Context: an optimization exercise on an open-source flow, tuned for a short achievable clock period and few clock cycles. The choices shown serve that exercise and are no tape-out recipe.
In this exercise RTL edits were held to simulation tests only and were not proved equivalent to the original.
Power is estimated from default activity; no workload was simulated.

## delta
Design cpu, start of the top module:
module cpu(clk, reset, read_data, datapath_out, N, V, Z, mem_addr, m_cmd, write_data, halt_state_output);
For scale: about 3,200 cells after synthesis, about 460 flip-flops, roughly 29,000 µm² of cells after synthesis.
Settings: LEC_CHECK=0, ABC_CLOCK_PERIOD_IN_PS=2000, CAP_MARGIN=20, CORE_MARGIN=2, CORE_UTILIZATION=40, SETUP_SLACK_MARGIN=3.5, SLEW_MARGIN=20, TNS_END_PERCENT=100; clock period 6.0 ns.
standard.sh (not shown) runs the stock make flow with config.mk's settings and CLKGATE_MAP_FILE= SYNTH_SCRIPT=/design/flow/synth_recipe.tcl, a recipe that flattens the netlist after the stock synthesis.
==> flow/flow/run.sh <==
#!/bin/bash
set -euo pipefail
export BUFFER_PORTS_ARGS="-buffer_cell sky130_fd_sc_hd__buf_4"
bash standard.sh > standard_flow.log 2>&1
The flow did not stop early for delta: all stages ran, and the layout cleared the timing, DRC and antenna checks.
Testbench counts of delta, summed over its fixed seeds: cycles 44,865.
Inputs modified between delta and gamma:
--- a/flow/design.v
+++ b/flow/design.v
@@ -14,14 +14,16 @@
   reg         wcv;
   reg         fN, fV, fZ;
   reg         fNZ, fLT, fLE, fGE, fGT;   
   reg         halted;
   reg [8:0]   pcF;            
   reg         fv;             
   reg [8:0]   fa, fa1;        
+  reg         drop_r;         
+  reg [8:0]   fa_d;           
   reg         fpred;          
   reg [3:0]   bv;
   reg [35:0]  bpc, btg;       
   reg [1:0]   bptr;
   reg [15:0]  IR;
   reg         iv;             
   reg [8:0]   ipc0, ipc1, ipc2;   
@@ -104,15 +106,15 @@
   assign Z = fZ;
   assign halt_state_output = halted;
   wire flush      = (exec & (tk | slow)) | kill;   
   wire drop_dep   = fv & ~flush & dep;
   wire cap        = fv & ~flush & ~dep;
   wire capw       = fv & ~flush;           
   wire fetch_seq  = ~dop & ~halted & ~redir & ~(iv & slow) & ~kill;
-  wire fv_n       = (redir | fetch_seq) & ~drop_dep;
+  wire fv_n       = (redir | fetch_seq) & ~drop_dep & ~drop_r;
   wire [8:0] fa_n = ra ? itgt : mar;
   reg        hitT, hitM;
   reg [8:0]  htgT, htgM;
   integer q;
   always @(*) begin
     hitT = 1'b0; htgT = 9'd0; hitM = 1'b0; htgM = 9'd0;
     for (q = 0; q < 4; q = q + 1) begin
@@ -202,21 +204,21 @@
   wire tk1 = cap & ((p_b & ttab1[cnd]) | p_bl);
   wire tk0 = cap & ((p_b & ttab0[cnd]) | p_bl);
   wire tk_n = c15 ? tk1 : tk0;
   wire dop_n = exec & mem;
   wire ra_n  = tk_n & ~dop_n;
   wire [8:0] itgt_n = cap ? (pr ? fa1 : fa1 + {rd[7], rd[7:0]}) : itgt;
   wire selK = kill;
-  wire selD = drop_dep & ~kill;              
+  wire selD = drop_r & ~kill;                
   wire selX = exec & d_bx;
   wire selC = exec & d_cc;
   wire selT = taken & dop;                   
-  wire selN = (redir | fetch_seq) & ~drop_dep;    
+  wire selN = (redir | fetch_seq) & ~drop_r;      
   wire selH = ~(selK | selD | selX | selC | selT | selN);
-  wire [8:0] pcF_n = ({9{selK}} & kpc) | ({9{selD}} & fa) | ({9{selX}} & Bop[8:0])
+  wire [8:0] pcF_n = ({9{selK}} & kpc) | ({9{selD}} & fa_d) | ({9{selX}} & Bop[8:0])
                    | ({9{selC}} & (wcv ? Wc[8:0] : C[8:0])) | ({9{selT}} & itgt) | ({9{selN}} & nxt_n)
                    | ({9{selH}} & pcF);
   wire        sA  = eN;
   wire        sB0 = (bRd ? eD : (eM & (bsh == 2'b00)));
   wire        sBL = ~bRd & eM & (bsh == 2'b01);
   wire        sBR = ~bRd & eM & bsh[1];
   wire        sBA = ~bRd & eM & (bsh == 2'b11);
@@ -271,14 +273,15 @@
     itgt <= itgt_n;
     daddr <= sumI[8:0];
     dst <= d_str;
     ld1rd <= IR[7:5];
     ld2rd <= ld1rd;
     kpc <= ipc1;
     fa <= fa_n;
+    fa_d <= fa;
     fa1 <= fa1_n;
     fpred <= hit;
     for (q = 0; q < 4; q = q + 1)
       if (dop & dst & (daddr == bpc[9*q +: 9])) bv[q] <= 1'b0;
     if (taken & d_bwd) begin
       bv[bptr] <= 1'b1;
       bpc[9*bptr +: 9] <= ipc0;
@@ -288,14 +291,15 @@
     pcF <= pcF_n;
     mar <= mar_n;
     ld2c <= ld1 & wrE & (d_wnum == ld1rd);
     if (reset) begin
       pcF <= 9'd0;
       mar <= 9'd0;
       fv <= 1'b0;
+      drop_r <= 1'b0;
       iv <= 1'b0;
       ra <= 1'b0;
       ra_o <= 1'b0;
       ma_o <= 1'b1;
       dop <= 1'b0;
       mcw <= 1'b0;
       mcr <= 1'b1;
@@ -305,14 +309,15 @@
       halted <= 1'b0;
       wv <= 8'd0;
       wcv <= 1'b0;
       bv <= 4'd0;
       bptr <= 2'd0;
     end else begin
       fv <= fv_n;
+      drop_r <= drop_dep;
       iv <= iv_n;
       ra <= ra_n;
       ra_o <= ra_n & ~halted & ~(exec & d_halt);
       ma_o <= ~(ra_n & ~halted & ~(exec & d_halt));
       dop <= dop_n;
       mcw <= exec & d_str;
       mcr <= dop_n ? ~d_str : ~(halted | (exec & d_halt));
==> comparison <==
Across both runs, worst clock skew was lower for gamma than for delta.
Diff delta -> gamma: instance count on the critical path went up by 1, number of flip-flops and latches in the synthesized netlist went up by 10, share of post-route cells with drive strength above 1 went up by 1.2 points, combinational share of power went down by 0.3 points.
Testbench counts of gamma, summed over its fixed seeds: cycles 45,058.

========
Another version of the RTL of cpu (not shown whole).
For scale: about 29000 um2 of cells after synthesis.
clock: 6.0 ns
lec_check: 0
abc_clock_period_in_ps: 2000
cap_margin: 20
core_margin: 2
core_utilization: 40
setup_slack_margin: 3.5
slew_margin: 20
tns_end_percent: 100
Scripts as last shown in full above: flow/flow/run.sh
Testbench counts at the start, summed over its fixed seeds: cycles 44,865.
Then changed:
--- a/flow/design.v
+++ b/flow/design.v
@@ -16,25 +16,24 @@
   reg         fNZ, fLT, fLE, fGE, fGT;   
   reg         halted;
   reg [8:0]   pcF;            
   reg         fv;             
   reg [8:0]   fa, fa1;        
   reg         fpred;          
   reg [3:0]   bv;
   reg [35:0]  bpc, btg;       
   reg [1:0]   bptr;
   reg [15:0]  IR;
   reg         iv;             
   reg [8:0]   ipc0, ipc1, ipc2;   
-  reg [8:0]   kc1, kc2;       
   reg         d_bwd;          
   reg [8:0]   itgt;           
   reg [15:0]  Aop, Bop;       
   reg         d_add, d_cmp, d_and, d_mvn, d_mov, d_movi, d_ldr, d_str, d_bx, d_bl, d_halt, d_cc;
   reg         d_we;           
   reg [7:0]   d_wsel;         
   reg [2:0]   d_wnum;         
   reg [2:0]   d_srcA, d_srcB;
   reg [1:0]   d_bsh;
   reg         c_alw, c_z, c_nz, c_lt, c_le, c_ge, c_gt;    
   reg         tk;             
   reg         ra;             
@@ -96,25 +95,24 @@
   wire slow  = d_bx | d_cc;      
   assign mem_addr = ra ? itgt : mar;    
   assign m_cmd    = {mcw, mcr};
   assign write_data = Wc;    
   assign datapath_out = C;
   assign N = fN;
   assign V = fV;
   assign Z = fZ;
   assign halt_state_output = halted;
   wire flush      = (exec & (tk | slow)) | kill;   
   wire drop_dep   = fv & ~flush & dep;
   wire cap        = fv & ~flush & ~dep;
-  wire capw       = fv & ~flush;           
   wire fetch_seq  = ~dop & ~halted & ~redir & ~(iv & slow) & ~kill;
   wire fv_n       = (redir | fetch_seq) & ~drop_dep;
   wire [8:0] fa_n = mem_addr;
   wire [8:0] fa1_n = fa_n + 9'd1;
   reg        hit;
   reg [8:0]  htg;
   integer q;
   always @(*) begin
     hit = 1'b0; htg = 9'd0;
     for (q = 0; q < 4; q = q + 1)
       if (bv[q] & (bpc[9*q +: 9] == fa_n)) begin
         hit = 1'b1; htg = htg | btg[9*q +: 9];
@@ -229,30 +227,28 @@
       if (wv[r])
         rf[16*r +: 16] <= Wr;
       else if (ldw & (ld2rd == r))
         rf[16*r +: 16] <= read_data;
     end
     Wr <= res;
     Wc <= cnext;
     if (wcv) C <= Wc;
     if (cmpE) begin
       fZ <= eqz; fV <= nV; fN <= nN;
     end
     fNZ <= gNZ; fLT <= gLT; fLE <= gLE; fGE <= gGE; fGT <= gGT;
-    if (capw) begin
+    if (cap) begin
       IR <= rd;
       ipc1 <= fa1;
       ipc2 <= fa1 + 9'd1;
-      kc1 <= fa1 - {{4{rd[4]}}, rd[4:0]};
-      kc2 <= fa1 + 9'd1 - {{4{rd[4]}}, rd[4:0]};
       ipc0 <= fa;
       d_bwd <= p_bc & rd[7] & ~fpred;
       d_add <= p_add; d_cmp <= p_cmp; d_and <= p_and; d_mvn <= p_mvn;
       d_mov <= p_mov; d_movi <= p_movi; d_ldr <= p_ldr; d_str <= p_str;
       d_bx <= p_bx; d_bl <= p_bl; d_halt <= p_halt;
       d_cc <= p_b & (cnd == 3'b110);
       d_we <= p_add | p_and | p_mvn | p_mov | p_movi | p_bl;
       d_wsel <= 8'd1 << wnum;
       d_wnum <= wnum;
       d_srcA <= rRn;
       d_srcB <= bnum;
       d_bsh <= bsh;
@@ -298,19 +294,19 @@
       wcv <= 1'b0;
       bv <= 4'd0;
       bptr <= 2'd0;
     end else begin
       fv <= fv_n;
       iv <= iv_n;
       ra <= ra_n;
       dop <= dop_n;
       mcw <= exec & d_str;
       mcr <= dop_n ? ~d_str : ~(halted | (exec & d_halt));
       ld1 <= exec & d_ldr;
       ld2 <= ld1;
-      kill <= exec & d_str & ((A[8:0] == kc1) | (A[8:0] == kc2));
+      kill <= exec & d_str & ((sumI[8:0] == ipc1) | (sumI[8:0] == ipc2));
       if (exec & d_halt) halted <= 1'b1;
       wv <= wrE ? d_wsel : 8'd0;
       wcv <= exec & cwr;
     end
   end
 endmodule
What happened: Clock power grows by about 2%. Worst hold slack improves by 0.022 ns. Non-clock buffer count shrinks by 92. Design area shrinks by 5.1%. Maximum frequency grows by 3.2%. Area after synthesis shrinks by 3.3%. Flip-flop and latch count shrinks by 9. Count of clock-buffer cells in the layout shrinks by 6. Clock skew grows by 0.013 ns. Register-to-register slack improves by 0.06 ns. Critical path depth does not change. Total power shrinks by 2.4%.
Testbench counts after the change, summed over its fixed seeds: cycles 44,865.

==> port drivers added, routing unchanged <==
The flow's constraints put no driver on any port. The routed layouts listed below were extracted and timed again, unchanged, in two steps. Step 1 (the two cells are an assumption about what drives the block):
set clk [get_ports {clk}]
set_driving_cell -lib_cell sky130_fd_sc_hd__clkbuf_16 $clk
set_driving_cell -lib_cell sky130_fd_sc_hd__buf_2 [delete_from_list [all_inputs] $clk]
Step 2, shift: input delay + t, output delay - t, t = (earliest + latest rising clock arrival at the registers) / 2. This alone moves slack from input paths to output paths. Slacks: ideal ports / drivers / drivers and shift; pairs: ideal ports / drivers.
run | t (ns) | setup WS [ns] | worst register clock-pin slew, ns
delta | 0.697 | 3.084 / 2.950 / 2.253 | 0.07 / 0.07
gamma | 0.724 | 3.061 / 2.972 / 2.248 | 0.07 / 0.07
the first run of note 2 | 0.695 | 2.984 / 2.918 / 2.308 | 0.07 / 0.07
the second run of note 2 | 0.688 | 3.077 / 2.988 / 2.300 | 0.07 / 0.07
After both steps setup and hold are still met in every run listed. For delta, which loses most, drivers alone change the setup slack by -0.134 ns; drivers and shift together by -0.831 ns.
